This design comes from an exercise in tuning for small area, a short achievable clock period and few clock cycles on the open sky130 flow, not from production work.
At most, simulation tests tie the RTL to the original design; equivalence was not proved.
Power and IR drop assume default switching activity.

Design JAM, start of the top module:
module JAM (
    input CLK,
    input RST,
    output [3:0] MatchCount,
    output [9:0] MinCost,
    output       Valid,
    output [2:0] W,
    output [2:0] J,
    input  [6:0] Cost
);
Size in the first run: ~2,300 cells after synthesis, roughly 22,000 um^2 of cells after synthesis.
clock: 7.0 ns
lec_check: 0
cap_margin: 20
core_margin: 2
core_utilization: 40
cts_cluster_diameter: 90
cts_cluster_size: 22
setup_slack_margin: 4.0
slew_margin: 20
run.sh (not shown) runs the stock make flow with config.mk's settings and CLKGATE_MAP_FILE= SYNTH_SCRIPT=/design/flow/synth_recipe.tcl, a recipe that flattens the netlist after the stock synthesis.
Testbench counts at the start, summed over its fixed seeds: cycles 4,191.
==> next run, changes <==
--- a/flow/design.v
+++ b/flow/design.v
@@ -80,39 +80,37 @@
 wire [9:0] xc = {kofs[8], kofs};
 wire [9:0] xh_e = (xa ^ xb ^ xc) + {((xa[8:0] & xb[8:0]) | (xa[8:0] & xc[8:0]) | (xb[8:0] & xc[8:0])), 1'b0};
 wire [9:0] cand = {3'b000, cost_r} + xh;
 wire usedh = cU[0];
 wire isj0  = !first && (j0p == 3'd0);
 wire elig  = !usedh && !isj0;
 wire [7:0] mold = cM[7:0];
 wire [7:0] din  = dmin;
 function sgn3;
     input [6:0] a;
     input [9:0] b;
     input [7:0] x;
-    input       ci;
     reg [10:0] p, q, y, sm, cy;
     begin
         p = {4'b0000, a};
         q = {b[9], b};
         y = ~{3'b000, x};
         sm = p ^ q ^ y;
-        cy = {((p[9:0] & q[9:0]) | (p[9:0] & y[9:0]) | (q[9:0] & y[9:0])), ci};
+        cy = {((p[9:0] & q[9:0]) | (p[9:0] & y[9:0]) | (q[9:0] & y[9:0])), 1'b1};
         sgn3 = (sm + cy) >> 10;
     end
 endfunction
-wire c1 = sgn3(cost_r, xh, mold, 1'b1);
-wire tie = !cMt[0] && m1;
-wire c2 = sgn3(cost_r, xh, din, !tie);
-wire c3 = tie ? (mold <= din) : (mold < din);
+wire c1 = sgn3(cost_r, xh, mold);
+wire c2 = sgn3(cost_r, xh, din);
+wire c3 = (mold < din);
 wire better = elig && c1;
 wire [7:0] mnew = better ? cand[7:0] : mold;
 wire take = elig && (c2 || c3);
 wire [7:0] dmin_n = take ? mnew : din;
 wire [2:0] p1_n = take ? cP[2:0] : p1;
 wire       m1_n = take ? cMt[0] : m1;
 wire [2:0] r1 = r + 3'd1;
 wire pcommit = !(s_proc && (cnt == 7'd9) && take);
 wire [2:0] rn = (r == 3'd7) ? (rc + 3'd3) : r1;
 wire [2:0] wnx_t = cMt[0] ? cP[2:0] : rn;
 wire [2:0] wnx_f = m1 ? p1 : rn;
 wire [2:0] wnx = take ? wnx_t : wnx_f;
The new run ran to the end with no violations.
Via count drops by 2.5%.
Area after synthesis drops by 0.34%.
Setup slack is worse by 0.0055 ns.
Total power climbs by 0.89%.
Synthesized cell count drops by 5.4%.
Clock skew drops by 0.015 ns.
Routed wire length drops by 1.3%.
Clock power hardly moves.
Die area drops by 0.34%.
Testbench counts after the change, summed over its fixed seeds: cycles 4,380.

JAM, a different RTL version from the one above (not shown whole).
Size in the first run: roughly 2400 cells after synthesis, roughly 30 I/O pins, roughly 23000 sq um of cells after synthesis.
Settings: LEC_CHECK=0, CAP_MARGIN=20, CORE_MARGIN=2, CORE_UTILIZATION=40, SETUP_SLACK_MARGIN=4.0, SLEW_MARGIN=20; clock period 7.0 ns.
The baseline completed without violations.
==> next run, changes <==
--- a/flow/design.v
+++ b/flow/design.v
@@ -161,23 +161,20 @@
     rV_w = 1'b0;
     for (k = 0; k < 8; k = k + 1)
         if (usel == k) begin
             u_w = rU[7*k +: 7];
             v_w = rPd[k];
             rV_w = rV[k];
         end
 end
 wire [2:0] lpd = dgo ? (lp + 3'd1) : lp;
 wire [2:0] lpb = tpos;
-wire [2:0] tp_l = lvl - rc - 3'd1;
-wire [2:0] tp_1 = dtl - rc - 3'd1;
-wire [2:0] tp_2 = dtl2 - rc - 3'd1;
 reg [7:0] gd, gb;
 always @(*) begin
     gd = 8'd0;
     gb = 8'd0;
     for (k = 0; k < 8; k = k + 1) begin
         if (lpd == k) gd = cM[8*k +: 8];
         if (lpb == k) gb = cM[8*k +: 8];
     end
 end
 wire [7:0] zrow = zr;
@@ -294,21 +291,21 @@
     xz <= (zn[5:3] == 3'd0) ? nv_e : nv_z;
     wro <= wr;
     wpo <= wp - 3'd1;
     if (dgo) begin
         if (ddesc) begin
             for (k = 0; k < 7; k = k + 1)
                 if (lvl == k) dch[3*k +: 3] <= dj;
         end
     end
     zr <= (!dgo || ddesc) ? gd : gb;
-    tpos <= (!dgo || ddesc) ? ((dtwo && dgo) ? tp_l : tp_1) : tp_2;
+    tpos <= (!dgo || ddesc) ? (((dtwo && dgo) ? lvl : dtl) - rc - 3'd1) : (dtl2 - rc - 3'd1);
 end
 always @(posedge CLK or posedge RST) begin
     if (RST) begin
         st <= ST_SCAN;
         cnt <= 7'd0;
         rc <= 3'd0;
         jr <= 3'd2;
         wr <= 3'd0;
         wp <= 3'd0;
         r <= 3'd0;
What happened:
- The new run went through all stages and came out clean
- total power decreases by 3.2%
- sequential share of layout area drops by 0.15 points
- critical path depth decreases by 3
- final area is higher by about 0.4%
- wire length drops by about 0.65%
- worst setup slack gets worse by 0.45 ns
- final cell count went up by about 0.8%
- core utilization barely changes
- sequential power goes down by about 4%
- global-route usage barely changes
- die area went up by 0.90%
- fmax drops by about 13%
- combinational power goes down by about 2%
No run of this note included a check of the RTL's function; only the layout flow was run.

[static timing again, ports no longer ideal]
In the flow no input, the clock included, has a driving cell. The finished layouts below were timed again as built, in two steps. Step 1 (the two cells are an assumption about what drives the block):
set clk [get_ports {CLK}]
set_driving_cell -lib_cell sky130_fd_sc_hd__clkbuf_16 $clk
set_driving_cell -lib_cell sky130_fd_sc_hd__buf_2 [delete_from_list [all_inputs] $clk]
Step 2 times the ports against the registers' clock, not the clock port: input delays grow and output delays shrink by t, the midpoint of the rising clock arrivals with the driver on. Slacks: ideal ports / drivers / drivers and shift; pairs: ideal ports / drivers.
run	shift t [ns]	slack for setup (ns)	cell pins on the clock port's net
the first run of note 1	0.650	3.918 / 3.918 / 3.906	1
the second run of note 1	0.647	3.913 / 3.913 / 3.913	1
the first run of note 2	0.655	3.986 / 3.986 / 3.986	1
the second run of note 2	0.656	3.532 / 3.532 / 3.532	1
After both steps every run listed still meets setup and hold. For the first run of note 1, which loses most, drivers alone change the setup slack by 0.000 ns; drivers and shift together by -0.012 ns. The worst setup slack also covers recovery checks on asynchronous resets.
